Context: an optimization exercise on an open-source flow, tuned for small area, a short achievable clock period and few clock cycles. The choices shown serve that exercise and are no tape-out recipe. At most, simulation tests tie the RTL to the original design; equivalence was not proved. Function not checked in runs 2 and 4 to 6: the RTL went through the layout flow alone.

[design/flow/design.v]
module sha256_counter_data_v2 (
    input wire        i_clk,
    input wire        i_rst,
    input wire        clr_data,
    input wire        cnt_data_en,
    output reg [4:0]  counter_data
);
    always @(posedge i_clk or negedge i_rst) begin
        if (!i_rst) begin
            counter_data <= 0;
        end else begin
            if (clr_data) counter_data <= 0;
            else if (cnt_data_en) counter_data <= counter_data + 5'd1;
            else counter_data <= counter_data;
        end
    end
endmodule
module sha256_counter_i_v2 (
    input wire        i_clk,
    input wire        i_rst,
    input wire        clr_i,
    input wire        cnt_i_en,
    output reg [7:0]  i
);
    always @(posedge i_clk or negedge i_rst) begin
        if (!i_rst) begin
            i <= 0;
        end else begin
            if (clr_i) i <= 0;
            else if (cnt_i_en) i <= i + 8'd1;
            else i <= i;
        end
    end
endmodule
module sha256_counter_j_v2 (
    input wire        i_clk,
    input wire        i_rst,
    input wire        clr_j,
    input wire        cnt_j_en,
    output reg [6:0]  j
);
    always @(posedge i_clk or negedge i_rst) begin
        if (!i_rst) begin
            j <= 0;
        end else begin
            if (clr_j) j <= 0;
            else if (cnt_j_en) j <= j + 7'd1;
            else j <= j;
        end
    end
endmodule
module sha256_functions_v2 (
    input  wire [6:0]  j,
    output wire [31:0] k_j
);
    assign k_j   = func_k(j);
    function [31:0] func_k;
        input [6:0] j;
        begin
            case (j)
                7'd0:  func_k = 32'h71374491;
                7'd1:  func_k = 32'hb5c0fbcf;
                7'd2:  func_k = 32'he9b5dba5;
                7'd3:  func_k = 32'h3956c25b;
                7'd4:  func_k = 32'h59f111f1;
                7'd5:  func_k = 32'h923f82a4;
                7'd6:  func_k = 32'hab1c5ed5;
                7'd7:  func_k = 32'hd807aa98;
                7'd8:  func_k = 32'h12835b01;
                7'd9:  func_k = 32'h243185be;
                7'd10: func_k = 32'h550c7dc3;
                7'd11: func_k = 32'h72be5d74;
                7'd12: func_k = 32'h80deb1fe;
                7'd13: func_k = 32'h9bdc06a7;
                7'd14: func_k = 32'hc19bf174;
                7'd15: func_k = 32'he49b69c1;
                7'd16: func_k = 32'hefbe4786;
                7'd17: func_k = 32'h0fc19dc6;
                7'd18: func_k = 32'h240ca1cc;
                7'd19: func_k = 32'h2de92c6f;
                7'd20: func_k = 32'h4a7484aa;
                7'd21: func_k = 32'h5cb0a9dc;
                7'd22: func_k = 32'h76f988da;
                7'd23: func_k = 32'h983e5152;
                7'd24: func_k = 32'ha831c66d;
                7'd25: func_k = 32'hb00327c8;
                7'd26: func_k = 32'hbf597fc7;
                7'd27: func_k = 32'hc6e00bf3;
                7'd28: func_k = 32'hd5a79147;
                7'd29: func_k = 32'h06ca6351;
                7'd30: func_k = 32'h14292967;
                7'd31: func_k = 32'h27b70a85;
                7'd32: func_k = 32'h2e1b2138;
                7'd33: func_k = 32'h4d2c6dfc;
                7'd34: func_k = 32'h53380d13;
                7'd35: func_k = 32'h650a7354;
                7'd36: func_k = 32'h766a0abb;
                7'd37: func_k = 32'h81c2c92e;
                7'd38: func_k = 32'h92722c85;
                7'd39: func_k = 32'ha2bfe8a1;
                7'd40: func_k = 32'ha81a664b;
                7'd41: func_k = 32'hc24b8b70;
                7'd42: func_k = 32'hc76c51a3;
                7'd43: func_k = 32'hd192e819;
                7'd44: func_k = 32'hd6990624;
                7'd45: func_k = 32'hf40e3585;
                7'd46: func_k = 32'h106aa070;
                7'd47: func_k = 32'h19a4c116;
                7'd48: func_k = 32'h1e376c08;
                7'd49: func_k = 32'h2748774c;
                7'd50: func_k = 32'h34b0bcb5;
                7'd51: func_k = 32'h391c0cb3;
                7'd52: func_k = 32'h4ed8aa4a;
                7'd53: func_k = 32'h5b9cca4f;
                7'd54: func_k = 32'h682e6ff3;
                7'd55: func_k = 32'h748f82ee;
                7'd56: func_k = 32'h78a5636f;
                7'd57: func_k = 32'h84c87814;
                7'd58: func_k = 32'h8cc70208;
                7'd59: func_k = 32'h90befffa;
                7'd60: func_k = 32'ha4506ceb;
                7'd61: func_k = 32'hbef9a3f7;
                7'd62: func_k = 32'hc67178f2;
                default: func_k = 32'h428a2f98;
            endcase
        end
    endfunction
endmodule
module sha256_padding_v2_top (
    input  wire [3:0]  i_k,
    input  wire        i_lo,         
    input  wire        i_first,      
    input  wire        i_last,       
    input  wire        i_padblk,     
    input  wire [7:0]  i_N,
    input  wire [8:0]  i_bit_miss,
    input  wire [16:0] i_len,        
    output wire [31:0] o_keep,
    output wire [31:0] o_set
);
    wire [3:0] q  = i_bit_miss[8:5];
    wire [4:0] s  = i_bit_miss[4:0];
    wire [3:0] kb = ~q;                           
    wire act_p = i_lo & i_padblk;
    wire act_l = i_lo & i_last & ~i_padblk;
    wire cut0  = (i_N == 8'd1) & (q == 4'd15);    
    wire full = i_first ? ~cut0 : (~act_p & (~act_l | (i_k < kb)));
    wire bnd  = i_first ? cut0  : (act_l & (i_k == kb));
    wire p31  = ~i_first & ((act_l & (i_k == kb + 4'd1) & (q != 4'd0) & (s == 5'd0)) |
                            (act_p & (i_k == 4'd0) & (i_bit_miss == 9'd0)));
    wire lenw = ~i_first & (i_k == 4'd15) & (act_p | (act_l & (i_bit_miss > 9'd64)));
    wire [31:0] mask_b = {32{1'b1}} << s;
    wire [31:0] pad_b  = (mask_b >> 1) & ~mask_b;    
    assign o_keep = {32{full}} | ({32{bnd}} & mask_b);
    assign o_set  = ({32{bnd}} & pad_b) | {p31, 31'd0} | ({32{lenw}} & {15'd0, i_len});
endmodule
module sha256_scheduler_v2 (
    input  wire [31:0] w0,
    input  wire [31:0] w1,
    input  wire [31:0] w9,
    input  wire [31:0] w14,
    output wire [31:0] w_new
);
    wire [31:0] sg0 = {w1[6:0], w1[31:7]} ^ {w1[17:0], w1[31:18]} ^ (w1 >> 3);
    wire [31:0] sg1 = {w14[16:0], w14[31:17]} ^ {w14[18:0], w14[31:19]} ^ (w14 >> 10);
    wire [31:0] y1s = w0 ^ w9 ^ sg0;
    wire [31:0] y1c = {(w0[30:0] & w9[30:0]) | (w0[30:0] & sg0[30:0]) | (w9[30:0] & sg0[30:0]), 1'b0};
    wire [31:0] y2s = y1s ^ y1c ^ sg1;
    wire [31:0] y2c = {(y1s[30:0] & y1c[30:0]) | (y1s[30:0] & sg1[30:0]) | (y1c[30:0] & sg1[30:0]), 1'b0};
    assign w_new = y2s + y2c;
endmodule
module sha256_v2(
    input wire i_clk,
    input wire i_rst,
    input wire i_write,
    input wire [7:0] i_N,
    input wire [8:0] i_bit_miss,
    input wire i_read,
    input wire [31:0] i_data,
    output reg [31:0] o_data,
    output reg o_done
);
    localparam [255:0] IV = {32'h6a09e667, 32'hbb67ae85, 32'h3c6ef372, 32'ha54ff53a,
                             32'h510e527f, 32'h9b05688c, 32'h1f83d9ab, 32'h5be0cd19};
    reg        wr_r;         
    reg        rd_r;         
    reg [7:0]  n_r;          
    reg [8:0]  bm_r;         
    reg [6:0]  t;            
    reg        padblk;       
    reg [7:0]  blk;          
    reg        last_r;       
    reg        ro_en;        
    reg [2:0]  rc;           
    reg [31:0] keep_r;       
    reg [31:0] set_r;        
    wire first    = (blk == 8'd0) & ~padblk;
    wire last     = last_r & ~padblk;
    wire need_pad = (bm_r <= 9'd64);
    wire t_lo     = ~t[6] & ~t[5] & ~t[4];           
    wire rnd_en   = t_lo ? (wr_r | padblk) : ~t[6];   
    wire t64      = t[6];
    wire fin      = t64 & (padblk | (last & ~need_pad));
    wire ring_add = t64 | (t[5] & t[4] & t[3] & t[2] & (t[1] | t[0]));  
    wire iv_ld    = (t == 7'd0) & first & ~wr_r;
    wire [6:0] t_nx      = rnd_en ? t + 7'd1 : (t64 ? 7'd0 : t);
    wire       padblk_nx = t64 ? (~fin & (last | padblk)) : padblk;
    wire [7:0] blk_nx    = ~t64 ? blk : (fin ? 8'd0 : (last ? blk : blk + 8'd1));
    wire       last_nx   = (n_r == blk_nx + 8'd1);
    wire       lo_nx     = ~t_nx[6] & ~t_nx[5] & ~t_nx[4];
    wire [31:0] keep_nx, set_nx;
    sha256_padding_v2_top u_pad (
        .i_k(t_nx[3:0]),
        .i_lo(lo_nx),
        .i_first((t_nx == 7'd0) & (blk_nx == 8'd0) & ~padblk_nx),
        .i_last(last_nx),
        .i_padblk(padblk_nx),
        .i_N(i_N),
        .i_bit_miss(i_bit_miss),
        .i_len({n_r, 9'd0} - {8'd0, bm_r}),
        .o_keep(keep_nx),
        .o_set(set_nx)
    );
    always @(posedge i_clk or negedge i_rst) begin
        if (!i_rst) begin
            wr_r   <= 1'b0;
            t      <= 7'd0;
            padblk <= 1'b0;
            blk    <= 8'd0;
            ro_en  <= 1'b0;
        end else begin
            wr_r   <= i_write;
            t      <= t_nx;
            padblk <= padblk_nx;
            blk    <= blk_nx;
            ro_en  <= fin | (ro_en & (t == 7'd0));
        end
    end
    always @(posedge i_clk) begin
        rd_r   <= i_read;
        o_done <= (t == 7'd63) & ~(last & need_pad);
        n_r    <= i_N;
        bm_r   <= i_bit_miss;
        last_r <= last_nx;
        keep_r <= keep_nx;
        set_r  <= set_nx;
        if (fin) rc <= 3'd0;
        else if (ro_en & rd_r & (rc != 3'd7)) rc <= rc + 3'd1;
    end
    reg [31:0] W [0:15];
    wire [31:0] wt;       
    wire [31:0] w_new;
    assign wt = (W[15] & keep_r) | set_r;
    sha256_scheduler_v2 u_sched (
        .w0(W[0]), .w1(W[1]), .w9(W[9]), .w14(W[14]),
        .w_new(w_new)
    );
    wire w15_sched = rnd_en & (t >= 7'd15) & (t <= 7'd62);
    integer i;
    always @(posedge i_clk) begin
        if (rnd_en) begin
            for (i = 0; i < 14; i = i + 1) W[i] <= W[i+1];
            W[14] <= wt;
        end
        W[15] <= w15_sched ? w_new : i_data;
    end
    reg [31:0] a, b, c, d, e, f, g, hk;
    reg [31:0] HA0, HA1, HA2, HA3, HE0, HE1, HE2, HE3;
    wire [31:0] kc_nx;
    sha256_functions_v2 u_k (.j(t), .k_j(kc_nx));
    wire [31:0] s0  = {a[1:0], a[31:2]} ^ {a[12:0], a[31:13]} ^ {a[21:0], a[31:22]};
    wire [31:0] s1  = {e[5:0], e[31:6]} ^ {e[10:0], e[31:11]} ^ {e[24:0], e[31:25]};
    wire [31:0] ch  = (e & f) ^ (~e & g);
    wire [31:0] maj = (a & b) | (a & c) | (b & c);
    wire [31:0] p_s = hk ^ wt ^ ch;
    wire [31:0] p_c = {(hk[30:0] & wt[30:0]) | (hk[30:0] & ch[30:0]) | (wt[30:0] & ch[30:0]), 1'b0};
    wire [31:0] m_s = s1 ^ s0 ^ maj;
    wire [31:0] m_c = {(s1[30:0] & s0[30:0]) | (s1[30:0] & maj[30:0]) | (s0[30:0] & maj[30:0]), 1'b0};
    wire [31:0] ea_s = p_s ^ p_c ^ d;
    wire [31:0] ea_c = {(p_s[30:0] & p_c[30:0]) | (p_s[30:0] & d[30:0]) | (p_c[30:0] & d[30:0]), 1'b0};
    wire [31:0] eb_s = ea_s ^ ea_c ^ s1;
    wire [31:0] eb_c = {(ea_s[30:0] & ea_c[30:0]) | (ea_s[30:0] & s1[30:0]) | (ea_c[30:0] & s1[30:0]), 1'b0};
    wire [31:0] aa_s = p_s ^ p_c ^ m_s;
    wire [31:0] aa_c = {(p_s[30:0] & p_c[30:0]) | (p_s[30:0] & m_s[30:0]) | (p_c[30:0] & m_s[30:0]), 1'b0};
    wire [31:0] ab_s = aa_s ^ aa_c ^ m_c;
    wire [31:0] ab_c = {(aa_s[30:0] & aa_c[30:0]) | (aa_s[30:0] & m_c[30:0]) | (aa_c[30:0] & m_c[30:0]), 1'b0};
    wire [31:0] a_new = ab_s + ab_c;
    wire [31:0] e_new = eb_s + eb_c;
    reg [31:0] iva, ive;
    always @(*) begin
        case (t[1:0])
            2'd0: begin iva = IV[255:224]; ive = IV[127:96]; end
            2'd1: begin iva = IV[159:128]; ive = IV[31:0];   end
            2'd2: begin iva = IV[191:160]; ive = IV[63:32];  end
            default: begin iva = IV[223:192]; ive = IV[95:64]; end
        endcase
    end
    wire [31:0] add_a = (first ? iva : HA3) + a;
    wire [31:0] add_e = (first ? ive : HE3) + e;
    wire [31:0] hk_nx = (t64 ? HE2 : g) + kc_nx;
    wire s_rnd = rnd_en, s_ld = t64, s_iv = iv_ld;
    wire s_hold = ~(s_rnd | s_ld | s_iv);
    wire [31:0] m_rnd = {32{s_rnd}}, m_ld = {32{s_ld}}, m_iv = {32{s_iv}}, m_hold = {32{s_hold}};
    always @(posedge i_clk) begin
        a  <= (m_rnd & a_new) | (m_ld & add_a) | (m_iv & IV[255:224]) | (m_hold & a);
        b  <= (m_rnd & a)     | (m_ld & HA0)   | (m_iv & IV[223:192]) | (m_hold & b);
        c  <= (m_rnd & b)     | (m_ld & HA1)   | (m_iv & IV[191:160]) | (m_hold & c);
        d  <= (m_rnd & c)     | (m_ld & HA2)   | (m_iv & IV[159:128]) | (m_hold & d);
        e  <= (m_rnd & e_new) | (m_ld & add_e) | (m_iv & IV[127:96])  | (m_hold & e);
        f  <= (m_rnd & e)     | (m_ld & HE0)   | (m_iv & IV[95:64])   | (m_hold & f);
        g  <= (m_rnd & f)     | (m_ld & HE1)   | (m_iv & IV[63:32])   | (m_hold & g);
        hk <= ((m_rnd | m_ld) & hk_nx) | (m_iv & (IV[31:0] + 32'h428a2f98)) | (m_hold & hk);
    end
    always @(posedge i_clk) begin
        if (ring_add) begin
            HA0 <= add_a; HA1 <= HA0; HA2 <= HA1; HA3 <= HA2;
            HE0 <= add_e; HE1 <= HE0; HE2 <= HE1; HE3 <= HE2;
        end
    end
    always @(posedge i_clk) begin
        case (rc)
            3'd0: o_data <= HA0;
            3'd1: o_data <= HA1;
            3'd2: o_data <= HA2;
            3'd3: o_data <= HA3;
            3'd4: o_data <= HE0;
            3'd5: o_data <= HE1;
            3'd6: o_data <= HE2;
            default: o_data <= HE3;
        endcase
    end
endmodule
[design/flow/flow/run.sh]
#!/bin/bash
# Layout flow: the standard synthesis, then the standard layout with
# the timing repair told to keep a setup margin, so that it closes the design
# at a shorter period than the 20 ns constraint, and with the ports buffered
# by plain buffers (which the repair may then resize); the flip-flops that
# drive output ports are placed next to the ports' buffers. Each step's full
# output goes to a log file of its own here. The repair after global routing
# keeps a larger margin, for what detailed routing adds.
set -euo pipefail
MARGIN=14.9
GRT_MARGIN=15.1
bash standard.sh synth > synth.log 2>&1
ARGS=("BUFFER_PORTS_ARGS=-buffer_cell sky130_fd_sc_hd__buf_2" "POST_GLOBAL_PLACE_TCL=$PWD/flow/place_io_flops.tcl" "CTS_ARGS=-sink_clustering_enable -repair_clock_nets -sink_clustering_size 20 -sink_clustering_max_diameter 100 -dont_use_dummy_load")
bash standard.sh SETUP_SLACK_MARGIN=$MARGIN "${ARGS[@]}" cts > layout.log 2>&1
bash standard.sh SETUP_SLACK_MARGIN=$GRT_MARGIN "${ARGS[@]}" finish > layout2.log 2>&1
[design/flow/flow/place_io_flops.tcl]
# After global placement: put each flip-flop that drives an output port's
# buffer next to that buffer, so the flop-to-port path has a short wire.
# Detailed placement legalizes the moved cells afterwards.
set block [ord::get_db_block]
set moved 0
foreach bterm [$block getBTerms] {
  if {[$bterm getIoType] ne "OUTPUT"} { continue }
  set net [$bterm getNet]
  if {$net eq "NULL"} { continue }
  set buf ""
  foreach it [$net getITerms] {
    if {[$it isOutputSignal]} { set buf [$it getInst] }
  }
  if {$buf eq ""} { continue }
  set ff ""
  foreach it [$buf getITerms] {
    if {![$it isInputSignal]} { continue }
    set n2 [$it getNet]
    if {$n2 eq "NULL"} { continue }
    foreach jt [$n2 getITerms] {
      if {[$jt isOutputSignal] && [[[$jt getInst] getMaster] isSequential]} { set ff [$jt getInst] }
    }
  }
  if {$ff eq ""} { continue }
  set loc [$buf getLocation]
  $ff setLocation [lindex $loc 0] [lindex $loc 1]
  incr moved
}
puts "place_io_flops: moved $moved flip-flops next to their output buffers"
[design/flow/standard.sh]
#!/bin/bash
# synth_recipe.tcl (not shown) runs the flow's synth.tcl, then flattens the netlist and writes it again
# the make line also repeats each setting of config.mk as NAME=value (left out here)
make -C /OpenROAD-flow-scripts/flow DESIGN_CONFIG=/design/flow/config.mk WORK_HOME=/design/flow/orfs CLKGATE_MAP_FILE= SYNTH_SCRIPT=/design/flow/synth_recipe.tcl "${@:-finish}"
[design/flow/config.mk]
export PLATFORM = sky130hd
export DESIGN_NAME = sha256_v2
export DESIGN_NICKNAME = sha256_v2
export VERILOG_FILES = /design/flow/design.v
export SDC_FILE = /design/flow/constraint.sdc
export NUM_CORES = 8
export LEC_CHECK = 0
export ABC_AREA = 1
export CAP_MARGIN = 20
export CORE_MARGIN = 2
export CORE_UTILIZATION = 60
export CTS_CLUSTER_DIAMETER = 100
export CTS_CLUSTER_SIZE = 20
export SLEW_MARGIN = 20
[design/flow/constraint.sdc]
create_clock -name core_clock -period 20.0 [get_ports {i_clk}]
set_input_delay 4.0000 -clock core_clock [delete_from_list [all_inputs] [get_ports {i_clk}]]
set_output_delay 4.0000 -clock core_clock [all_outputs]
set_load 0.01 [all_outputs]
==> results.py, run 1 <==
metrics = {
    "outcome": {
        "outcome": "timing/DRC/antenna clean",
    },
    "timing": {
        "finalCritPeriodShare": 0.257,
        "rsz0062_at_grt": "true",
        "slew_headroom": 0.207,
        "worst_pin_slew_ns": 1.19,
        "skew_ns": 0.0765,
        "setup_tns_ns": 0,
        "slew_violations": 0,
        "hold_violations": 0,
        "fmax_mhz": 195,
        "period_minus_slack_ns": 5.13,
        "setup-violations-final": 0,
    },
    "synth": {
        "synth.distinct_cells": 67,
        "yosys.area.top_type": "edfxtp_1",
        "ys.flop_type": "edfxtp_1",
        "synth.avg_cell_area_um2": 9.73,
        "yosysWarnings": 4,
        "synth_area_um2": 62100,
        "seq_area_frac_synth": 0.494,
        "synth_top_area_frac": 0.356,
        "netlist_top_cells_count": "nand2_1 (1034), inv_1 (868), edfxtp_1 (736)",
        "ys_ff_latch": 1161,
        "syn_nets": 6887,
        "netlist_instances": 6380,
        "synth.most_common_cell": "nand2_1",
        "synth_area_leaders": "edfxtp_1 (36%), dfxtp_1 (13%), fa_1 (6.9%)",
        "async_reset_ff_frac": 0.0155,
        "synth_edf_count": 736,
    },
    "global_routing": {
        "globalRouteMet2Util": 0.605,
        "met3_usage": 0.0720,
        "busiest_layer": "met2",
        "grt_util_all_layers": 0.396,
        "grt_pass1_wl_mm": 307,
        "overflow": 0,
        "grt_start_max_net_pins": 212,
        "use_met1": 0.513,
        "grt_pass1_vias": 46000,
        "antenna_found_initial": 8,
    },
    "clocking": {
        "clk_pin_slew_ns": 0.08,
        "clock_sinks": 1161,
        "root_buffer": "clkbuf_16",
        "h-tree-depth": 3,
        "cts_buffers": 69,
        "cts_tree": "built",
        "cts_hold_buffers": 0,
        "clkLatencyLatePin_ns": 0.69,
        "cts.path.max_buffers": 3,
    },
    "setup_path": {
        "crit_path_top_delay_cell": "dfxtp_2",
        "path_cells": "buf_6",
        "required_ns": 16.00,
        "cp_max_fo": 1,
        "cp.depth": 1,
        "r2r_start": "t[0]",
        "critPathKind": "reg -> out",
        "critPathBufInv": 1,
        "max_stage_delay_ns": 0.33,
        "crit_start": "o_data[3]",
        "cp_top_family": "flip-flops",
        "worstSetupStartpointType": "register",
        "arrival_ns": 1.13,
        "crit_path_end": "o_data[3]",
        "ff2ff_path_depth": 22,
        "end_kind": "primary output",
        "rr_endpoint": "a[21]",
        "regToRegSetupSlack_ns": 15.17,
    },
    "min_path": {
        "min-delay-path-class": "reg -> reg",
        "hold_depth": 0,
    },
    "finish": {
        "drive_gt1_frac": 0.0813,
        "final_nets": 6893,
        "largest-register": "W",
        "largest_reg_flops": 512,
        "area_growth_pct": 7.61,
        "final_area_um2": 66800,
    },
    "drt": {
        "drc": 0,
        "first_iter_violations": 6748,
        "routedWlPerCell_um": 27.6,
        "first_pass_iters": 8,
        "routed-via-count": 48700,
        "ant_nets": 0,
        "routed_wl_mm": 214,
        "routed_via_density": 6.29,
    },
    "placement": {
        "placed_cell_area_um2": 63900,
        "numPortBuffers": 85,
        "dp_hpwl_mm": 157,
    },
    "job": {
        "max_cap_viol_count": 0,
    },
    "floorplanning": {
        "core_area_um2": 102000,
        "top_level_ports": 86,
        "rows": 117,
        "die_x_um": 326,
        "die_area_um2": 106000,
        "start_util": 0.608,
        "die_y_um": 326,
    },
}
==> repair_timing <==
action,4_1_cts,5_1_grt
buffers inserted,8,22
resized for setup,62,217
cloned,0,4
setup endpoints to repair,143,190
pin swaps,0,18
==> per-stage QoR <==
stage / utilization / instances / setup WS [ns] / hold slack [ns]
2_1_floorplan: - / 6380 / 12.19 / 0.400
3_3_place_gp: 0.625 / 7648 / 13.73 / 0.400
3_5_place_dp: 0.625 / 7649 / 13.77 / 0.405
4_1_cts: 0.644 / 7726 / 14.84 / 0.398
5_1_grt: 0.654 / 7752 / 14.82 / 0.396
6_report: 0.654 / 7756 / 14.87 / 0.401
==> how the worst min path moves through the flow <==
stage                  start       end  slack [ns]
finish              W[7][28]  W[6][28]        0.40
global route         W[2][5]   W[1][5]        0.40
CTS                 W[8][20]  W[7][20]        0.40
detailed placement  W[11][6]  W[10][6]        0.40
global placement    W[11][7]  W[10][7]        0.40
floorplan           W[11][0]  W[10][0]        0.40
==> cells by family (layout without fill, tap and decap cells) <==
family,count (synthesis),after routing,share of synthesized area
buf+inv,1124,1125,0.0686
compound gates,1401,1401,0.138
other cells,0,4,0
xor+xnor,414,414,0.0585
fa+ha+maj,454,454,0.117
simple gates,1826,1829,0.123
flops,1161,1161,0.494
==> per-layer routing <==
metal / vias up / share of wire
li1: 21600 / -
met1: 23200 / 0.37
met2: 3174 / 0.44
met3: 718 / 0.11
met4: 4 / 0.088
met5: - / 0.00010
==> layout make-up <==
cell class                 count  area [µm²]
antenna                        4        10.0
clock buffer                  69        1730
fill                        8263       35400
inverter                     882        3350
multi-input combinational   4098       27900
sequential                  1161       30800
tap                         1368        1710
timing repair buffer         174        1340
==> cell usage in the layout, fill, tap and decap left out, drive strengths merged, types with 19 or more instances in the layout <==
| master | n |
|---|---|
| a32o | 19 |
| a221oi | 44 |
| xnor2 | 158 |
| nand2 | 1042 |
| clkbuf | 70 |
| a21o | 35 |
| a21oi | 374 |
| dfxtp | 407 |
| ha | 241 |
| o221ai | 22 |
| o211ai | 87 |
| or2 | 44 |
| inv | 873 |
| fa | 213 |
| nor2 | 331 |
| a22oi | 127 |
| o21bai | 19 |
| o21ai | 485 |
| a31oi | 42 |
| xor2 | 256 |
| nand3 | 294 |
| buf | 173 |
| edfxtp | 736 |
| nand4 | 41 |
| nor3 | 47 |
| o2111ai | 46 |
Testbench counts, summed over its fixed seeds: cycles 12,948.
==> run 2, diff against run 1 <==
--- a/design/flow/design.v
+++ b/design/flow/design.v
@@ -133,7 +133,8 @@
     input  wire        i_last,       
     input  wire        i_padblk,     
-    input  wire [7:0]  i_N,
     input  wire [8:0]  i_bit_miss,
     input  wire [16:0] i_len,        
+    input  wire [7:0]  i_N_in,
+    input  wire [8:0]  i_bm_in,
     output wire [31:0] o_keep,
     output wire [31:0] o_set
@@ -144,5 +145,5 @@
     wire act_p = i_lo & i_padblk;
     wire act_l = i_lo & i_last & ~i_padblk;
-    wire cut0  = (i_N == 8'd1) & (q == 4'd15);    
+    wire cut0  = (i_N_in == 8'd1) & (i_bm_in[8:5] == 4'd15);
     wire full = i_first ? ~cut0 : (~act_p & (~act_l | (i_k < kb)));
     wire bnd  = i_first ? cut0  : (act_l & (i_k == kb));
@@ -150,5 +151,6 @@
                             (act_p & (i_k == 4'd0) & (i_bit_miss == 9'd0)));
     wire lenw = ~i_first & (i_k == 4'd15) & (act_p | (act_l & (i_bit_miss > 9'd64)));
-    wire [31:0] mask_b = {32{1'b1}} << s;
+    wire [4:0]  s_sel  = i_first ? i_bm_in[4:0] : s;
+    wire [31:0] mask_b = {32{1'b1}} << s_sel;
     wire [31:0] pad_b  = (mask_b >> 1) & ~mask_b;    
     assign o_keep = {32{full}} | ({32{bnd}} & mask_b);
@@ -216,7 +218,8 @@
         .i_last(last_nx),
         .i_padblk(padblk_nx),
-        .i_N(i_N),
-        .i_bit_miss(i_bit_miss),
+        .i_bit_miss(bm_r),
         .i_len({n_r, 9'd0} - {8'd0, bm_r}),
+        .i_N_in(i_N),
+        .i_bm_in(i_bit_miss),
         .o_keep(keep_nx),
         .o_set(set_nx)
==> results.py, run 2 <==
metrics = {
    "outcome": {
        "outcome": "timing/DRC/antenna clean",
    },
    "clocking": {
        "root_buffer": "clkbuf_16",
        "clock_sinks": 1161,
        "clkLatencyLatePin_ns": 0.69,
        "h-tree-depth": 3,
        "clk_pin_slew_ns": 0.10,
        "cts_tree": "built",
        "cts.path.max_buffers": 3,
        "cts_buffers": 68,
    },
    "timing": {
        "worst_pin_slew_ns": 1.13,
        "skew_ns": 0.0862,
        "period_minus_slack_ns": 5.13,
        "setup-violations-final": 0,
        "slew_headroom": 0.246,
        "slew_violations": 0,
        "setup_tns_ns": 0,
        "fin_ws_ns": 14.87,
        "rsz0062_at_grt": "true",
        "hold_violations": 0,
        "finalCritPeriodShare": 0.257,
        "fmax_mhz": 195,
    },
    "global_routing": {
        "grt_pass1_wl_mm": 338,
        "antenna_found_initial": 17,
        "overflow": 0,
        "grt_start_max_net_pins": 96,
        "grt_util_all_layers": 0.441,
        "grt_pass1_vias": 48600,
    },
    "floorplanning": {
        "die_x_um": 327,
        "top_level_ports": 86,
        "core_area_um2": 103000,
        "die_area_um2": 107000,
        "rows": 118,
        "start_util": 0.604,
        "die_y_um": 327,
    },
    "setup_path": {
        "rr_endpoint": "hk[29]",
        "critPathBufInv": 1,
        "cp_max_fo": 1,
        "critPathKind": "reg -> out",
        "cp.depth": 1,
        "crit_path_top_delay_cell": "dfxtp_2",
        "ff2ff_path_depth": 21,
        "end_kind": "primary output",
        "required_ns": 16.00,
        "max_stage_delay_ns": 0.35,
        "arrival_ns": 1.13,
        "path_cells": "buf_6",
        "r2r_start": "t[0]",
        "worstSetupStartpointType": "register",
        "cp_top_family": "flip-flops",
        "regToRegSetupSlack_ns": 15.02,
    },
    "drt": {
        "routedWlPerCell_um": 30.7,
        "routed_via_density": 6.53,
        "first_iter_violations": 7564,
        "ant_nets": 0,
        "first_pass_iters": 9,
        "drc": 0,
        "routed-via-count": 51200,
        "routed_wl_mm": 241,
    },
    "synth": {
        "seq_area_frac_synth": 0.492,
        "synth_area_um2": 62500,
        "syn_nets": 6929,
        "synth_top_area_frac": 0.354,
        "netlist_instances": 6420,
        "synth.avg_cell_area_um2": 9.73,
        "synth.most_common_cell": "nand2_1",
        "yosys.area.top_type": "edfxtp_1",
        "async_reset_ff_frac": 0.0155,
        "yosysWarnings": 4,
        "synth.distinct_cells": 66,
        "ys.flop_type": "edfxtp_1",
        "ys_ff_latch": 1161,
        "synth_edf_count": 736,
        "netlist_top_cells_count": "nand2_1 (1035), inv_1 (856), edfxtp_1 (736)",
        "synth_area_leaders": "edfxtp_1 (35%), dfxtp_1 (13%), fa_1 (6.8%)",
    },
    "min_path": {
        "hold_depth": 0,
        "min-delay-path-class": "reg -> reg",
        "min_from": "W[11][8]",
        "worstHoldEndpoint": "W[10][8]",
    },
    "job": {
        "max_cap_viol_count": 0,
    },
    "finish": {
        "final_cell_mix": "nand2_1 (1032), inv_1 (845), edfxtp_1 (736)",
        "final_nets": 6955,
        "drive_gt1_frac": 0.0857,
        "largest-register": "W",
        "final_cells": 7835,
        "nFillCells": 8041,
        "area_growth_pct": 7.72,
        "final_common_cell": "nand2_1",
        "largest_reg_flops": 512,
    },
    "placement": {
        "place_ws_ns": 13.78,
        "dp_hpwl_mm": 178,
        "numPortBuffers": 85,
        "dp_cells": 7709,
    },
}
==> run 2: changes by cell type after synthesis, moves of 9 or more <==
cell       previous run  this run
o2111ai_1            46        58
inv_1               868       856
o21ai_1               0        15
a22oi_1             127       111
o221ai_1             22        13
nand4_1              41        56
o21bai_1             19        10
o211ai_1             87       101
nand2_2               4        13
nand3_1             293       283
nand3b_1              9        21
buf_2                14         3
==> run 2: worst max-delay path by stage <==
stage | startpoint | to | slack (ns)
after floorplan | t[1] | HA0[0] | 12.19
after global placement | blk[1] | HA0[22] | 13.21
after detailed placement | blk[1] | HA0[22] | 13.78
after CTS | o_data[2] | o_data[2] | 14.84
after global routing | o_data[2] | o_data[2] | 14.86
final | o_data[2] | o_data[2] | 14.87
==> run 2: area by class of cell <==
type	count	area [µm²]	share of cell area
clock buffers	68	1700	0.0253
inverters	876	3330	0.0495
flip-flops and latches	1161	30800	0.458
repair buffers	192	1490	0.0222
well taps	1380	1730	0.0257
multi-input cells	4147	28200	0.419
diodes	11	27.5	0.000409
==> run 2: layer usage <==
layer  wire, µm  global-route usage  share of wire
met5         94                   0        0.00039
met4      23600               0.342          0.098
met3      29000               0.106           0.12
met2     104000               0.661           0.43
met1      84000               0.552           0.35
==> run 2: cell families after synthesis <==
logic type | Yosys count | share of synthesized area
flops | 1161 | 0.492
simple gates | 1875 | 0.128
buf+inv | 1114 | 0.0684
xor+xnor | 408 | 0.0572
fa+ha+maj | 456 | 0.117
compound gates | 1406 | 0.138
==> run 2: per-stage QoR <==
stage | hold slack (ns) | instance area, µm² | utilization
finish | 0.384 | 67300 | 0.651
global route | 0.401 | 67200 | 0.651
detailed placement | 0.405 | 64200 | 0.621
global placement | 0.401 | 64200 | 0.621
CTS | 0.379 | 66200 | 0.641
floorplan | 0.400 | 62500 | -
==> run 2: timing repair <==
action	CTS	global route
pin swaps	1	9
endpoints found under the setup margin	283	381
resized for setup	75	183
cloned	0	5
setup buffers	9	31
hold buffers	0	0
==> run 2: worst register-to-register path, cell delays in order (launching register included) <==
cell      delay, ns
dfrtp_2        0.51
inv_4          0.19
ha_4           0.32
ha_1           0.49
o21ai_0        0.28
nand3_1        0.16
nand2_1        0.06
a311oi_1       0.84
ha_1           0.44
nand2_1        0.13
nor2_1         0.05
inv_1          0.06
o21ai_0        0.12
nand2_1        0.08
nand3_1        0.18
nand2_1        0.12
o211ai_1       0.13
nand2_1        0.09
o211ai_1       0.10
or2_2          0.30
nand3_1        0.07
o21ai_0        0.08
==> run 3, diff against run 2 <==
--- a/design/flow/design.v
+++ b/design/flow/design.v
@@ -133,8 +133,7 @@
     input  wire        i_last,       
     input  wire        i_padblk,     
+    input  wire [7:0]  i_N,
     input  wire [8:0]  i_bit_miss,
     input  wire [16:0] i_len,        
-    input  wire [7:0]  i_N_in,
-    input  wire [8:0]  i_bm_in,
     output wire [31:0] o_keep,
     output wire [31:0] o_set
@@ -145,5 +144,5 @@
     wire act_p = i_lo & i_padblk;
     wire act_l = i_lo & i_last & ~i_padblk;
-    wire cut0  = (i_N_in == 8'd1) & (i_bm_in[8:5] == 4'd15);
+    wire cut0  = (i_N == 8'd1) & (q == 4'd15);    
     wire full = i_first ? ~cut0 : (~act_p & (~act_l | (i_k < kb)));
     wire bnd  = i_first ? cut0  : (act_l & (i_k == kb));
@@ -151,6 +150,5 @@
                             (act_p & (i_k == 4'd0) & (i_bit_miss == 9'd0)));
     wire lenw = ~i_first & (i_k == 4'd15) & (act_p | (act_l & (i_bit_miss > 9'd64)));
-    wire [4:0]  s_sel  = i_first ? i_bm_in[4:0] : s;
-    wire [31:0] mask_b = {32{1'b1}} << s_sel;
+    wire [31:0] mask_b = {32{1'b1}} << s;
     wire [31:0] pad_b  = (mask_b >> 1) & ~mask_b;    
     assign o_keep = {32{full}} | ({32{bnd}} & mask_b);
@@ -218,8 +216,7 @@
         .i_last(last_nx),
         .i_padblk(padblk_nx),
-        .i_bit_miss(bm_r),
+        .i_N(i_N),
+        .i_bit_miss(i_bit_miss),
         .i_len({n_r, 9'd0} - {8'd0, bm_r}),
-        .i_N_in(i_N),
-        .i_bm_in(i_bit_miss),
         .o_keep(keep_nx),
         .o_set(set_nx)
--- a/design/flow/flow/run.sh
+++ b/design/flow/flow/run.sh
@@ -11,5 +11,5 @@
 GRT_MARGIN=15.1
 bash standard.sh synth > synth.log 2>&1
-ARGS=("BUFFER_PORTS_ARGS=-buffer_cell sky130_fd_sc_hd__buf_2" "POST_GLOBAL_PLACE_TCL=$PWD/flow/place_io_flops.tcl" "CTS_ARGS=-sink_clustering_enable -repair_clock_nets -sink_clustering_size 20 -sink_clustering_max_diameter 100 -dont_use_dummy_load")
+ARGS=("MATCH_CELL_FOOTPRINT=0" "BUFFER_PORTS_ARGS=-buffer_cell sky130_fd_sc_hd__buf_2" "POST_GLOBAL_PLACE_TCL=$PWD/flow/place_io_flops.tcl" "CTS_ARGS=-sink_clustering_enable -repair_clock_nets -sink_clustering_size 20 -sink_clustering_max_diameter 100 -dont_use_dummy_load")
 bash standard.sh SETUP_SLACK_MARGIN=$MARGIN "${ARGS[@]}" cts > layout.log 2>&1
 bash standard.sh SETUP_SLACK_MARGIN=$GRT_MARGIN "${ARGS[@]}" finish > layout2.log 2>&1
==> results.py, run 3 <==
metrics = {
    "placement": {
        "dp_cells": 7649,
        "dp_hpwl_mm": 157,
        "numPortBuffers": 85,
    },
    "synth": {
        "yosys.area_share.simple": 0.123,
        "synth.distinct_cells": 67,
        "synth_edf_count": 736,
        "ys_ff_latch": 1161,
        "synth-compound-area-share": 0.138,
        "synthMuxAreaShare": 0,
        "syn_nets": 6887,
        "yosys.area.top_type": "edfxtp_1",
        "synth_area_um2": 62100,
        "seq_area_frac_synth": 0.494,
        "synth.most_common_cell": "nand2_1",
        "netlist_instances": 6380,
        "synth_area_leaders": "edfxtp_1 (36%), dfxtp_1 (13%), fa_1 (6.9%)",
        "async_reset_ff_frac": 0.0155,
        "synth_top_area_frac": 0.356,
        "synth_top_family_by_area": "compound AO/OA/AOI/OAI gates",
        "synth_fa_ha_area_frac": 0.117,
        "synth_xor_area_frac": 0.0585,
        "synth.avg_cell_area_um2": 9.73,
        "yosysWarnings": 4,
        "netlist_top_cells_count": "nand2_1 (1034), inv_1 (868), edfxtp_1 (736)",
        "ys.flop_type": "edfxtp_1",
    },
    "clocking": {
        "cts_buffers": 69,
        "clkLatencyLatePin_ns": 0.68,
        "clock_sinks": 1161,
        "h-tree-depth": 3,
        "clk_pin_slew_ns": 0.08,
        "cts.path.max_buffers": 3,
        "cts_tree": "built",
        "root_buffer": "clkbuf_16",
        "cts_hold_buffers": 0,
    },
    "finish": {
        "final_cells": 7759,
        "area_growth_pct": 7.64,
        "final_common_cell": "nand2_1",
        "drive_gt1_frac": 0.0814,
        "largest_reg_flops": 512,
        "final_cell_mix": "nand2_1 (1025), inv_1 (856), edfxtp_1 (736)",
        "largest-register": "W",
        "final_nets": 6894,
    },
    "timing": {
        "slew_headroom": 0.196,
        "setup-violations-final": 0,
        "period_minus_slack_ns": 5.13,
        "worst_pin_slew_ns": 1.21,
        "finalCritPeriodShare": 0.257,
        "setup_tns_ns": 0,
        "slew_violations": 0,
        "rsz0062_at_grt": "true",
        "skew_ns": 0.0673,
        "fmax_mhz": 195,
        "hold_violations": 0,
    },
    "floorplanning": {
        "rows": 117,
        "top_level_ports": 86,
        "start_util": 0.608,
        "core_area_um2": 102000,
        "die_x_um": 326,
        "die_y_um": 326,
        "die_area_um2": 106000,
    },
    "setup_path": {
        "required_ns": 16.00,
        "cp.depth": 1,
        "max_stage_delay_ns": 0.33,
        "cp_max_fo": 1,
        "arrival_ns": 1.13,
        "cp_top_family": "flip-flops",
        "critPathBufInv": 1,
        "ff2ff_path_depth": 21,
        "critPathKind": "reg -> out",
        "end_kind": "primary output",
        "crit_path_top_delay_cell": "dfxtp_2",
        "path_cells": "buf_6",
        "worstSetupStartpointType": "register",
    },
    "outcome": {
        "outcome": "timing/DRC/antenna clean",
    },
    "drt": {
        "routed_via_density": 6.29,
        "routedWlPerCell_um": 27.6,
        "first_iter_violations": 6491,
        "routed-via-count": 48800,
        "ant_nets": 0,
        "drc": 0,
        "first_pass_iters": 7,
        "routed_wl_mm": 214,
    },
    "global_routing": {
        "grt_pass1_wl_mm": 307,
        "grt_pass1_vias": 46000,
        "grt_start_max_net_pins": 212,
        "antenna_found_initial": 8,
        "grt_util_all_layers": 0.396,
        "overflow": 0,
    },
    "min_path": {
        "hold_depth": 0,
        "min-delay-path-class": "reg -> reg",
    },
    "job": {
        "max_cap_viol_count": 0,
    },
}
run 3: changes by cell type in the layout (fill, tap and decap cells not counted), sizes merged, moves of 10 or more:
cell / change
buf: -14
a22oi: +16
nand2: -13
nand3: +10
o2111ai: -12
nand3b: -12
o211ai: -14
nand4: -15
run 3: through the flow:
stage               cell area [µm²]  hold WS, ns  worst slack, ns   util
global route                  66800        0.396            14.82  0.654
global placement              63800        0.400            13.73  0.625
CTS                           65800        0.398            14.84  0.644
floorplan                     62200        0.400            12.19      -
detailed placement            63900        0.405            13.77  0.625
finish                        66800        0.401            14.87  0.654
run 3: final cells by class:
class / instances / area, µm²
fill: 8257 / 35400
tap: 1368 / 1710
clock buffer: 69 / 1730
timing repair buffer: 175 / 1340
antenna: 6 / 15.0
multi-input combinational: 4098 / 27900
sequential: 1161 / 30800
inverter: 882 / 3350
run 3: final timing paths:
kind / from / end / slack (ns)
setup / recovery: o_data[3] / o_data[3] / 14.87
hold / removal: W[6][7] / W[5][7] / 0.40
setup reg to reg: t[0] / hk[27] / 15.16
hold reg to reg: W[6][7] / W[5][7] / 0.40
max in group asynchronous: i_rst / t[6] / 16.37
min in group asynchronous: i_rst / blk[4] / 3.28
run 3: routing by layer:
metal,routed length (µm),part of all wire,vias to the layer above,track usage
li1,-,-,21600,-
met1,78600,0.37,23300,0.513
met2,93800,0.44,3130,0.605
met3,22900,0.11,714,0.0720
met5,35,0.00016,-,0
met4,18700,0.087,6,0.282
run 3: repair_timing:
item / 4_1_cts / 5_1_grt
endpoints found under the setup margin: 143 / 190
cloned: 0 / 4
gates resized for setup: 63 / 216
pin swaps: 0 / 18
buffers inserted: 8 / 23
run 3: logic make-up after synthesis:
family	Yosys count
xor gates and xnor gates	414
AOI/OAI and AO/OA	1401
buffers and inverters	1124
DFF	1161
adders and majority gates	454
and+or+nand+nor	1826
Testbench counts of run 3, summed over its fixed seeds: cycles 12,948.
==> run 4, diff against run 3 <==
--- a/design/flow/design.v
+++ b/design/flow/design.v
@@ -183,5 +183,4 @@
     localparam [255:0] IV = {32'h6a09e667, 32'hbb67ae85, 32'h3c6ef372, 32'ha54ff53a,
                              32'h510e527f, 32'h9b05688c, 32'h1f83d9ab, 32'h5be0cd19};
-    reg        wr_r;         
     reg        rd_r;         
     reg [7:0]  n_r;          
@@ -195,13 +194,13 @@
     reg [31:0] keep_r;       
     reg [31:0] set_r;        
-    wire first    = (blk == 8'd0) & ~padblk;
+    reg        first;        
+    reg        rnd_en;       
+    reg        iv_ld;        
+    reg        w15_sched;    
+    reg        ring_add;     
     wire last     = last_r & ~padblk;
     wire need_pad = (bm_r <= 9'd64);
-    wire t_lo     = ~t[6] & ~t[5] & ~t[4];           
-    wire rnd_en   = t_lo ? (wr_r | padblk) : ~t[6];   
     wire t64      = t[6];
     wire fin      = t64 & (padblk | (last & ~need_pad));
-    wire ring_add = t64 | (t[5] & t[4] & t[3] & t[2] & (t[1] | t[0]));  
-    wire iv_ld    = (t == 7'd0) & first & ~wr_r;
     wire [6:0] t_nx      = rnd_en ? t + 7'd1 : (t64 ? 7'd0 : t);
     wire       padblk_nx = t64 ? (~fin & (last | padblk)) : padblk;
@@ -209,9 +208,11 @@
     wire       last_nx   = (n_r == blk_nx + 8'd1);
     wire       lo_nx     = ~t_nx[6] & ~t_nx[5] & ~t_nx[4];
+    wire       first_nx  = (blk_nx == 8'd0) & ~padblk_nx;
+    wire       rnd_nx    = lo_nx ? (i_write | padblk_nx) : ~t_nx[6];
     wire [31:0] keep_nx, set_nx;
     sha256_padding_v2_top u_pad (
         .i_k(t_nx[3:0]),
         .i_lo(lo_nx),
-        .i_first((t_nx == 7'd0) & (blk_nx == 8'd0) & ~padblk_nx),
+        .i_first((t_nx == 7'd0) & first_nx),
         .i_last(last_nx),
         .i_padblk(padblk_nx),
@@ -224,15 +225,23 @@
     always @(posedge i_clk or negedge i_rst) begin
         if (!i_rst) begin
-            wr_r   <= 1'b0;
-            t      <= 7'd0;
-            padblk <= 1'b0;
-            blk    <= 8'd0;
-            ro_en  <= 1'b0;
+            t         <= 7'd0;
+            padblk    <= 1'b0;
+            blk       <= 8'd0;
+            ro_en     <= 1'b0;
+            first     <= 1'b1;
+            rnd_en    <= 1'b0;
+            iv_ld     <= 1'b1;
+            w15_sched <= 1'b0;
+            ring_add  <= 1'b0;
         end else begin
-            wr_r   <= i_write;
-            t      <= t_nx;
-            padblk <= padblk_nx;
-            blk    <= blk_nx;
-            ro_en  <= fin | (ro_en & (t == 7'd0));
+            t         <= t_nx;
+            padblk    <= padblk_nx;
+            blk       <= blk_nx;
+            ro_en     <= fin | (ro_en & (t == 7'd0));
+            first     <= first_nx;
+            rnd_en    <= rnd_nx;
+            iv_ld     <= (t_nx == 7'd0) & first_nx & ~i_write;
+            w15_sched <= rnd_nx & (t_nx >= 7'd15) & (t_nx <= 7'd62);
+            ring_add  <= t_nx[6] | (t_nx >= 7'd61);
         end
     end
@@ -256,5 +265,4 @@
         .w_new(w_new)
     );
-    wire w15_sched = rnd_en & (t >= 7'd15) & (t <= 7'd62);
     integer i;
     always @(posedge i_clk) begin
--- a/design/flow/flow/run.sh
+++ b/design/flow/flow/run.sh
@@ -9,5 +9,5 @@
 set -euo pipefail
 MARGIN=14.9
-GRT_MARGIN=15.1
+GRT_MARGIN=15.05
 bash standard.sh synth > synth.log 2>&1
 ARGS=("MATCH_CELL_FOOTPRINT=0" "BUFFER_PORTS_ARGS=-buffer_cell sky130_fd_sc_hd__buf_2" "POST_GLOBAL_PLACE_TCL=$PWD/flow/place_io_flops.tcl" "CTS_ARGS=-sink_clustering_enable -repair_clock_nets -sink_clustering_size 20 -sink_clustering_max_diameter 100 -dont_use_dummy_load")
==> results.py, run 4 <==
metrics = {
    "synth": {
        "synth.avg_cell_area_um2": 9.80,
        "netlist_instances": 6355,
        "synth_top_area_frac": 0.355,
        "synth_fa_ha_area_frac": 0.117,
        "ys.flop_type": "edfxtp_1",
        "synth.most_common_cell": "nand2_1",
        "synth_area_um2": 62300,
        "synth_area_leaders": "edfxtp_1 (35%), dfxtp_1 (13%), fa_1 (6.8%)",
        "seq_area_frac_synth": 0.495,
        "yosys.area.top_type": "edfxtp_1",
        "synth-compound-area-share": 0.140,
        "yosysWarnings": 4,
        "synth_edf_count": 736,
        "netlist_top_cells_count": "nand2_1 (924), inv_1 (910), edfxtp_1 (736)",
        "syn_nets": 6863,
        "ys_ff_latch": 1165,
        "synth_xor_area_frac": 0.0588,
        "synth.distinct_cells": 70,
        "async_reset_ff_frac": 0.0189,
        "synthMuxAreaShare": 0,
        "yosys.area_share.simple": 0.118,
        "synth_top_family_by_area": "compound AO/OA/AOI/OAI gates",
    },
    "outcome": {
        "outcome": "timing/DRC/antenna clean",
    },
    "finish": {
        "drive_gt1_frac": 0.0888,
        "largest-register": "W",
        "final_nets": 6886,
        "area_growth_pct": 7.90,
        "final_cells": 7759,
        "finish.utilization": 0.651,
        "final_cell_mix": "nand2_1 (920), inv_1 (896), edfxtp_1 (736)",
        "final_common_cell": "nand2_1",
        "final_area_um2": 67200,
        "largest_reg_flops": 512,
    },
    "clocking": {
        "root_buffer": "clkbuf_16",
        "clock_sinks": 1165,
        "cts_hold_buffers": 0,
        "clkLatencyLatePin_ns": 0.69,
        "cts_buffers": 71,
        "clk_pin_slew_ns": 0.09,
        "h-tree-depth": 3,
        "cts_tree": "built",
        "cts.path.max_buffers": 3,
    },
    "placement": {
        "numPortBuffers": 85,
        "dp_cells": 7639,
        "dp_hpwl_mm": 160,
        "placed_cell_area_um2": 64000,
        "place_ws_ns": 13.78,
    },
    "timing": {
        "setup_tns_ns": 0,
        "rsz0062_at_grt": "true",
        "period_minus_slack_ns": 5.17,
        "fmax_mhz": 193,
        "finalCritPeriodShare": 0.259,
        "slew_headroom": 0.126,
        "slew_violations": 0,
        "hold_violations": 0,
        "holdWs_ns": 0.380,
        "fin_ws_ns": 14.83,
        "worst_pin_slew_ns": 1.31,
        "skew_ns": 0.0844,
        "setup-violations-final": 0,
    },
    "floorplanning": {
        "die_x_um": 326,
        "start_util": 0.603,
        "top_level_ports": 86,
        "rows": 118,
        "die_area_um2": 106000,
        "core_area_um2": 103000,
        "die_y_um": 326,
    },
    "setup_path": {
        "cp_top_family": "flip-flops",
        "rr_endpoint": "e[27]",
        "crit_start": "o_data[0]",
        "ff2ff_path_depth": 16,
        "path_cells": "buf_6",
        "cp_max_fo": 1,
        "end_kind": "primary output",
        "arrival_ns": 1.17,
        "regToRegSetupSlack_ns": 15.08,
        "cp.depth": 1,
        "crit_path_end": "o_data[0]",
        "required_ns": 16.00,
        "crit_path_top_delay_cell": "dfxtp_2",
        "critPathBufInv": 1,
        "r2r_start": "W[15][19]",
        "critPathKind": "reg -> out",
        "worstSetupStartpointType": "register",
        "max_stage_delay_ns": 0.35,
    },
    "drt": {
        "ant_nets": 0,
        "first_iter_violations": 6703,
        "routedWlPerCell_um": 28.3,
        "routed-via-count": 49000,
        "first_pass_iters": 6,
        "routed_wl_mm": 219,
        "drc": 0,
        "routed_via_density": 6.31,
    },
    "global_routing": {
        "grt_util_all_layers": 0.406,
        "grt_start_max_net_pins": 169,
        "grt_pass1_wl_mm": 312,
        "grt_pass1_vias": 46100,
        "overflow": 0,
        "antenna_found_initial": 17,
    },
    "job": {
        "max_cap_viol_count": 0,
    },
    "min_path": {
        "min-delay-path-class": "reg -> reg",
    },
}
==> run 4: cell families after synthesis <==
family,count (synthesis)
xor+xnor,416
simple gates,1712
buf+inv,1167
compound gates,1440
fa+ha+maj,455
flops,1165
==> run 4: repair_timing <==
item | CTS | global route
gates resized for setup | 78 | 217
pin swaps | 0 | 14
buffers inserted | 14 | 26
endpoints found under the setup margin | 131 | 175
gates cloned | 2 | 3
==> run 4: final cells by class <==
| type | instances | area [µm²] |
|---|---|---|
| clock buffer | 71 | 1780 |
| tap | 1380 | 1730 |
| sequential | 1165 | 30900 |
| timing repair inverter | 1 | 5.00 |
| timing repair buffer | 188 | 1530 |
| multi-input combinational | 4027 | 27700 |
| antenna | 3 | 7.51 |
| fill | 8224 | 36000 |
| inverter | 924 | 3500 |
==> run 4: worst min path at each step <==
stage | from | to | slack [ns] | cells past startpoint
5_1_grt | W[10][28] | W[9][28] | 0.39 | 0
4_1_cts | W[12][29] | W[11][29] | 0.39 | 0
6_report | W[12][29] | W[11][29] | 0.38 | 0
2_1_floorplan | W[11][0] | W[10][0] | 0.40 | 0
3_5_place_dp | W[11][14] | W[10][14] | 0.40 | 0
3_3_place_gp | W[11][9] | W[10][9] | 0.40 | 0
==> run 4: per-layer routing <==
layer  wire length [µm]  track usage  vias to the layer above
li1                   -            -                    21600
met1              81200        0.535                    23600
met2              96400        0.614                     3063
met3              22500       0.0685                      687
met4              19100        0.282                        4
met5                 23            0                        -
==> run 5, diff against run 4 <==
--- a/design/flow/flow/run.sh
+++ b/design/flow/flow/run.sh
@@ -9,5 +9,5 @@
 set -euo pipefail
 MARGIN=14.9
-GRT_MARGIN=15.05
+GRT_MARGIN=15.1
 bash standard.sh synth > synth.log 2>&1
 ARGS=("MATCH_CELL_FOOTPRINT=0" "BUFFER_PORTS_ARGS=-buffer_cell sky130_fd_sc_hd__buf_2" "POST_GLOBAL_PLACE_TCL=$PWD/flow/place_io_flops.tcl" "CTS_ARGS=-sink_clustering_enable -repair_clock_nets -sink_clustering_size 20 -sink_clustering_max_diameter 100 -dont_use_dummy_load")
==> results.py, run 5 <==
metrics = {
    "outcome": {
        "outcome": "timing/DRC/antenna clean",
    },
    "finish": {
        "final_common_cell": "nand2_1",
        "nFillCells": 8198,
        "largest-register": "W",
        "drive_gt1_frac": 0.0955,
        "final_nets": 6899,
        "area_growth_pct": 8.56,
        "multiInputGateArea_um2": 28000,
        "final_cell_mix": "nand2_1 (914), inv_1 (891), edfxtp_1 (736)",
        "ff_latch_area_um2": 31000,
        "largest_reg_flops": 512,
        "final_area_um2": 67600,
    },
    "drt": {
        "routed-via-count": 48900,
        "first_pass_iters": 6,
        "routed_via_density": 6.29,
        "routed_wl_mm": 220,
        "routedWlPerCell_um": 28.3,
        "first_iter_violations": 6853,
        "ant_nets": 0,
        "drc": 0,
    },
    "floorplanning": {
        "die_x_um": 326,
        "top_level_ports": 86,
        "start_util": 0.603,
        "die_area_um2": 106000,
        "rows": 118,
        "die_y_um": 326,
        "core_area_um2": 103000,
    },
    "timing": {
        "slew_violations": 0,
        "rsz0062_at_grt": "true",
        "skew_ns": 0.0824,
        "hold_violations": 0,
        "worst_pin_slew_ns": 1.30,
        "fmax_mhz": 193,
        "finalCritPeriodShare": 0.259,
        "slew_headroom": 0.133,
        "setup_tns_ns": 0,
        "setup-violations-final": 0,
        "period_minus_slack_ns": 5.17,
    },
    "synth": {
        "synth_top_area_frac": 0.355,
        "yosysWarnings": 4,
        "syn_nets": 6863,
        "synth.distinct_cells": 70,
        "synth.avg_cell_area_um2": 9.80,
        "netlist_top_cells_count": "nand2_1 (924), inv_1 (910), edfxtp_1 (736)",
        "netlist_instances": 6355,
        "ys_ff_latch": 1165,
        "async_reset_ff_frac": 0.0189,
        "yosys.area.top_type": "edfxtp_1",
        "synth_area_um2": 62300,
        "seq_area_frac_synth": 0.495,
        "synth.most_common_cell": "nand2_1",
        "synth_area_leaders": "edfxtp_1 (35%), dfxtp_1 (13%), fa_1 (6.8%)",
        "ys.flop_type": "edfxtp_1",
        "synth_edf_count": 736,
    },
    "global_routing": {
        "busiest_layer": "met2",
        "met3_usage": 0.0685,
        "antenna_found_initial": 17,
        "grt_pass1_wl_mm": 312,
        "use_met1": 0.535,
        "grt_start_max_net_pins": 169,
        "globalRouteMet2Util": 0.614,
        "grt_pass1_vias": 46100,
        "overflow": 0,
        "grt_util_all_layers": 0.406,
    },
    "setup_path": {
        "arrival_ns": 1.17,
        "end_kind": "primary output",
        "crit_path_top_delay_cell": "dfxtp_2",
        "critPathBufInv": 1,
        "cp.depth": 1,
        "path_cells": "buf_6",
        "required_ns": 16.00,
        "critPathKind": "reg -> out",
        "cp_top_family": "flip-flops",
        "ff2ff_path_depth": 21,
        "cp_max_fo": 1,
        "worstSetupStartpointType": "register",
        "max_stage_delay_ns": 0.34,
    },
    "clocking": {
        "clock_sinks": 1165,
        "cts_buffers": 71,
        "cts_hold_buffers": 0,
        "h-tree-depth": 3,
        "clkLatencyLatePin_ns": 0.69,
        "cts.path.max_buffers": 3,
        "root_buffer": "clkbuf_16",
        "cts_tree": "built",
        "clk_pin_slew_ns": 0.10,
    },
    "placement": {
        "dp_hpwl_mm": 160,
        "numPortBuffers": 85,
        "placed_cell_area_um2": 64000,
    },
    "min_path": {
        "min-delay-path-class": "reg -> reg",
        "hold_depth": 0,
    },
    "job": {
        "max_cap_viol_count": 0,
    },
}
-- run 5: cells by family after synthesis --
family	synth area share
flip-flops	0.495
XOR/XNOR	0.0588
AND/OR/NAND/NOR	0.118
AO/OA/AOI/OAI	0.140
adder cells (fa/ha/maj)	0.117
buffers and inverters	0.0719
-- run 5: path summary, 6_finish.rpt --
kind | startpoint | end | slack (ns)
min | W[12][29] | W[11][29] | 0.39
max | o_data[7] | o_data[7] | 14.83
min in group asynchronous | i_rst | t[3] | 3.31
max reg2reg | keep_r[10] | a[29] | 15.13
max in group asynchronous | i_rst | t[0] | 16.25
min reg2reg | W[12][29] | W[11][29] | 0.39
-- run 5: area by class of cell --
cell class,count,share of cell area
repair buffers,200,0.0246
diodes,3,0.000111
clock buffers,71,0.0263
well taps,1380,0.0255
multi-input cells,4028,0.414
repair inverters,1,0.0000740
inverters,924,0.0519
flip-flops and latches,1165,0.458
-- run 5: what timing repair did --
item / 4_1_cts / 5_1_grt
gates cloned: 2 / 6
endpoints found under the setup margin: 131 / 178
setup buffers: 14 / 36
pin swaps: 0 / 28
resized for setup: 78 / 283
-- run 5: per-layer routing --
metal | share of wire | vias up
met4 | 0.086 | 4
met3 | 0.11 | 680
met1 | 0.37 | 23500
met2 | 0.44 | 3156
met5 | 0.00010 | -
li1 | - | 21600
-- run 5: metrics by stage --
stage / util / setup slack [ns] / hold WS, ns / instances
2_1_floorplan: - / 14.25 / 0.400 / 6355
3_3_place_gp: 0.620 / 13.81 / 0.400 / 7639
3_5_place_dp: 0.620 / 13.78 / 0.405 / 7639
4_1_cts: 0.641 / 14.81 / 0.388 / 7726
5_1_grt: 0.655 / 14.80 / 0.391 / 7769
6_report: 0.655 / 14.83 / 0.386 / 7772
==> run 6, diff against run 5 <==
==> design/flow/flow/run.sh (replaced) <==
#!/bin/bash
# Layout flow: the standard synthesis, then the standard layout with
# the timing repair told to keep a setup margin, so that it closes the design
# at a shorter period than the 20 ns constraint, and with the ports buffered
# by plain buffers (which the repair may then resize); each output port's
# buffer, and the flip-flop driving it, are placed at the port. Each step's full
# output goes to a log file of its own here. The repair after global routing
# keeps a larger margin, for what detailed routing adds.
set -euo pipefail
MARGIN=14.9
GRT_MARGIN=15.05
bash standard.sh synth > synth.log 2>&1
ARGS=("MATCH_CELL_FOOTPRINT=0" "BUFFER_PORTS_ARGS=-buffer_cell sky130_fd_sc_hd__buf_2" "POST_GLOBAL_PLACE_TCL=$PWD/flow/place_io_flops.tcl" "CTS_ARGS=-sink_clustering_enable -repair_clock_nets -sink_clustering_size 20 -sink_clustering_max_diameter 100 -dont_use_dummy_load")
bash standard.sh SETUP_SLACK_MARGIN=$MARGIN "${ARGS[@]}" cts > layout.log 2>&1
bash standard.sh SETUP_SLACK_MARGIN=$GRT_MARGIN "${ARGS[@]}" finish > layout2.log 2>&1
==> design/flow/flow/place_io_flops.tcl (replaced) <==
# After global placement: put each output port's buffer at the port's pin,
# and the flip-flop that drives it right next to it, so both wires on the
# flop-to-port path are short. Detailed placement legalizes them afterwards.
set block [ord::get_db_block]
set core [$block getCoreArea]
set moved 0
proc clampv {v lo hi} { expr {$v < $lo ? $lo : ($v > $hi ? $hi : $v)} }
foreach bterm [$block getBTerms] {
  if {[$bterm getIoType] ne "OUTPUT"} { continue }
  set net [$bterm getNet]
  if {$net eq "NULL"} { continue }
  set buf ""
  foreach it [$net getITerms] {
    if {[$it isOutputSignal]} { set buf [$it getInst] }
  }
  if {$buf eq ""} { continue }
  set ff ""
  foreach it [$buf getITerms] {
    if {![$it isInputSignal]} { continue }
    set n2 [$it getNet]
    if {$n2 eq "NULL"} { continue }
    foreach jt [$n2 getITerms] {
      if {[$jt isOutputSignal] && [[[$jt getInst] getMaster] isSequential]} { set ff [$jt getInst] }
    }
  }
  set pins [$bterm getBPins]
  if {![llength $pins]} { continue }
  set box [[lindex $pins 0] getBBox]
  set px [expr {([$box xMin] + [$box xMax]) / 2}]
  set py [expr {([$box yMin] + [$box yMax]) / 2}]
  set x [clampv $px [$core xMin] [expr {[$core xMax] - [[$buf getMaster] getWidth]}]]
  set y [clampv $py [$core yMin] [expr {[$core yMax] - [[$buf getMaster] getHeight]}]]
  $buf setLocation $x $y
  if {$ff ne ""} {
    # one cell-width further into the core
    set dx [expr {$px <= [$core xMin] ? 1 : ($px >= [$core xMax] ? -1 : 0)}]
    set dy [expr {$py <= [$core yMin] ? 1 : ($py >= [$core yMax] ? -1 : 0)}]
    set fx [clampv [expr {$x + $dx * [[$buf getMaster] getWidth]}] [$core xMin] [expr {[$core xMax] - [[$ff getMaster] getWidth]}]]
    set fy [clampv [expr {$y + $dy * [[$buf getMaster] getHeight]}] [$core yMin] [expr {[$core yMax] - [[$ff getMaster] getHeight]}]]
    $ff setLocation $fx $fy
    incr moved
  }
}
puts "place_io_flops: moved $moved output flip-flops and their buffers to the ports"
==> results.py, run 6 <==
metrics = {
    "timing": {
        "worst_pin_slew_ns": 1.24,
        "fmax_mhz": 194,
        "setup-violations-final": 0,
        "fin_ws_ns": 14.85,
        "skew_ns": 0.0930,
        "slew_headroom": 0.175,
        "setup_tns_ns": 0,
        "slew_violations": 0,
        "hold_violations": 0,
    },
    "min_path": {
        "worstHoldEndpoint": "W[12][29]",
        "min_from": "W[13][29]",
        "min-delay-path-class": "reg -> reg",
    },
    "setup_path": {
        "max_stage_delay_ns": 0.34,
        "critPathBufInv": 1,
        "crit_path_top_delay_cell": "dfxtp_2",
        "worstSetupStartpointType": "register",
        "path_cells": "buf_6",
        "r2r_start": "t[0]",
        "ff2ff_path_depth": 17,
    },
    "synth": {
        "synth_top_area_frac": 0.355,
        "netlist_top_cells_count": "nand2_1 (924), inv_1 (910), edfxtp_1 (736)",
        "synth.most_common_cell": "nand2_1",
        "ys.flop_type": "edfxtp_1",
        "yosysWarnings": 4,
        "netlist_instances": 6355,
        "synth_area_leaders": "edfxtp_1 (35%), dfxtp_1 (13%), fa_1 (6.8%)",
        "synth.distinct_cells": 70,
        "ys_ff_latch": 1165,
        "syn_nets": 6863,
        "yosys.area.top_type": "edfxtp_1",
    },
    "floorplanning": {
        "die_x_um": 326,
        "rows": 118,
        "top_level_ports": 86,
        "die_area_um2": 106000,
        "start_util": 0.603,
        "die_y_um": 326,
    },
    "clocking": {
        "cts_tree": "built",
        "cts_hold_buffers": 0,
        "h-tree-depth": 3,
        "clkLatencyLatePin_ns": 0.69,
        "root_buffer": "clkbuf_16",
        "cts_buffers": 69,
        "clock_sinks": 1165,
    },
    "job": {
        "max_cap_viol_count": 0,
    },
    "drt": {
        "routed-via-count": 48900,
        "drc": 0,
        "routedWlPerCell_um": 28.2,
        "top_layer_used": "met5",
        "routed_wl_mm": 219,
        "first_iter_violations": 6596,
        "first_pass_iters": 9,
        "routed_via_density": 6.31,
        "wl_met3_mm": 21.7,
        "met2_length_mm": 97.3,
    },
    "finish": {
        "final_nets": 6884,
        "nFillCells": 8304,
        "ff_latch_area_um2": 30900,
        "area_growth_pct": 7.76,
        "final_common_cell": "nand2_1",
    },
    "global_routing": {
        "grt_util_all_layers": 0.404,
        "grt_start_max_net_pins": 169,
        "grt_pass1_wl_mm": 311,
        "grt_pass1_vias": 46200,
    },
    "outcome": {
        "outcome": "timing/DRC/antenna clean",
    },
}
-- run 6: cell counts after synthesis --
Identical to the previous run, type by type.
-- run 6: what timing repair did --
item	CTS	global route
buffers inserted	12	27
pin swaps	0	15
endpoints found under the setup margin	118	179
gates cloned	2	4
resized for setup	63	215
-- run 6: layer usage --
| metal | vias to the layer above | track usage |
|---|---|---|
| li1 | 21600 | - |
| met1 | 23600 | 0.523 |
| met2 | 3038 | 0.619 |
| met3 | 663 | 0.0767 |
| met4 | 8 | 0.279 |
| met5 | - | 0 |
-- run 6: per-stage QoR --
stage	instances	area, µm²	util	hold slack, ns
floorplan	6355	62300	-	0.400
global placement	7639	64000	0.620	0.400
detailed placement	7639	64000	0.620	0.405
CTS	7722	66100	0.640	0.401
global route	7754	67100	0.650	0.418
finish	7757	67100	0.650	0.405
-- run 6: area by class of cell --
cell class,instances,area share
inverters,924,0.0522
repair inverters,2,0.000149
diodes,3,0.000112
flip-flops and latches,1165,0.461
repair buffers,187,0.0218
clock buffers,69,0.0257
multi-input cells,4027,0.413
well taps,1380,0.0257
-- run 6: worst max-delay path by stage --
stage	end	slack, ns	start	cells after the start
2_1_floorplan	keep_r[27]	14.25	rnd_en	14
6_report	o_data[7]	14.85	o_data[7]	1
3_5_place_dp	keep_r[9]	13.81	i_N[2]	7
5_1_grt	o_data[7]	14.82	o_data[7]	1
3_3_place_gp	keep_r[16]	13.81	i_N[2]	7
4_1_cts	o_data[7]	14.82	o_data[7]	1
-- run 6: cells by family (layout without fill, tap and decap cells) --
family | after synthesis | count (layout) | share of synthesized area
flip-flops | 1165 | 1165 | 0.495
XOR/XNOR | 416 | 416 | 0.0588
AND/OR/NAND/NOR | 1712 | 1715 | 0.118
other | 0 | 3 | 0
adder cells (fa/ha/maj) | 455 | 455 | 0.117
AO/OA/AOI/OAI | 1440 | 1441 | 0.140
buffers and inverters | 1167 | 1182 | 0.0719

==> port drivers added, routing unchanged <==
How much do the figures lean on ideal ports? The routed layouts below were timed once more, with nothing changed but the port constraints. Step 1 sets driving cells, clkbuf_16 on the clock port and buf_2 on the other inputs (assumed; they add their load-dependent delay and slew). Step 2, shift: input delay + t, output delay - t, t = (earliest + latest rising clock arrival at the registers) / 2. This alone moves slack from input paths to output paths. a / b / c = no drivers / after step 1 / after step 2; a / b = the first two.
run	t, ns	setup WS [ns]	hold WS [ns]
run 1	0.732	14.867 / 14.785 / 14.488	0.401 / 0.401 / 0.401
run 2	0.729	14.866 / 14.781 / 14.572	0.384 / 0.384 / 0.384
run 3	0.732	14.869 / 14.788 / 14.481	0.401 / 0.401 / 0.401
run 4	0.741	14.827 / 14.746 / 14.357	0.380 / 0.380 / 0.380
run 5	0.739	14.830 / 14.750 / 14.368	0.386 / 0.386 / 0.386
run 6	0.728	14.847 / 14.766 / 14.393	0.405 / 0.405 / 0.405
After both steps every run listed still meets setup and hold. The setup slack of run 4, which loses most, moves by -0.081 ns with the drivers and by -0.470 ns with both steps.
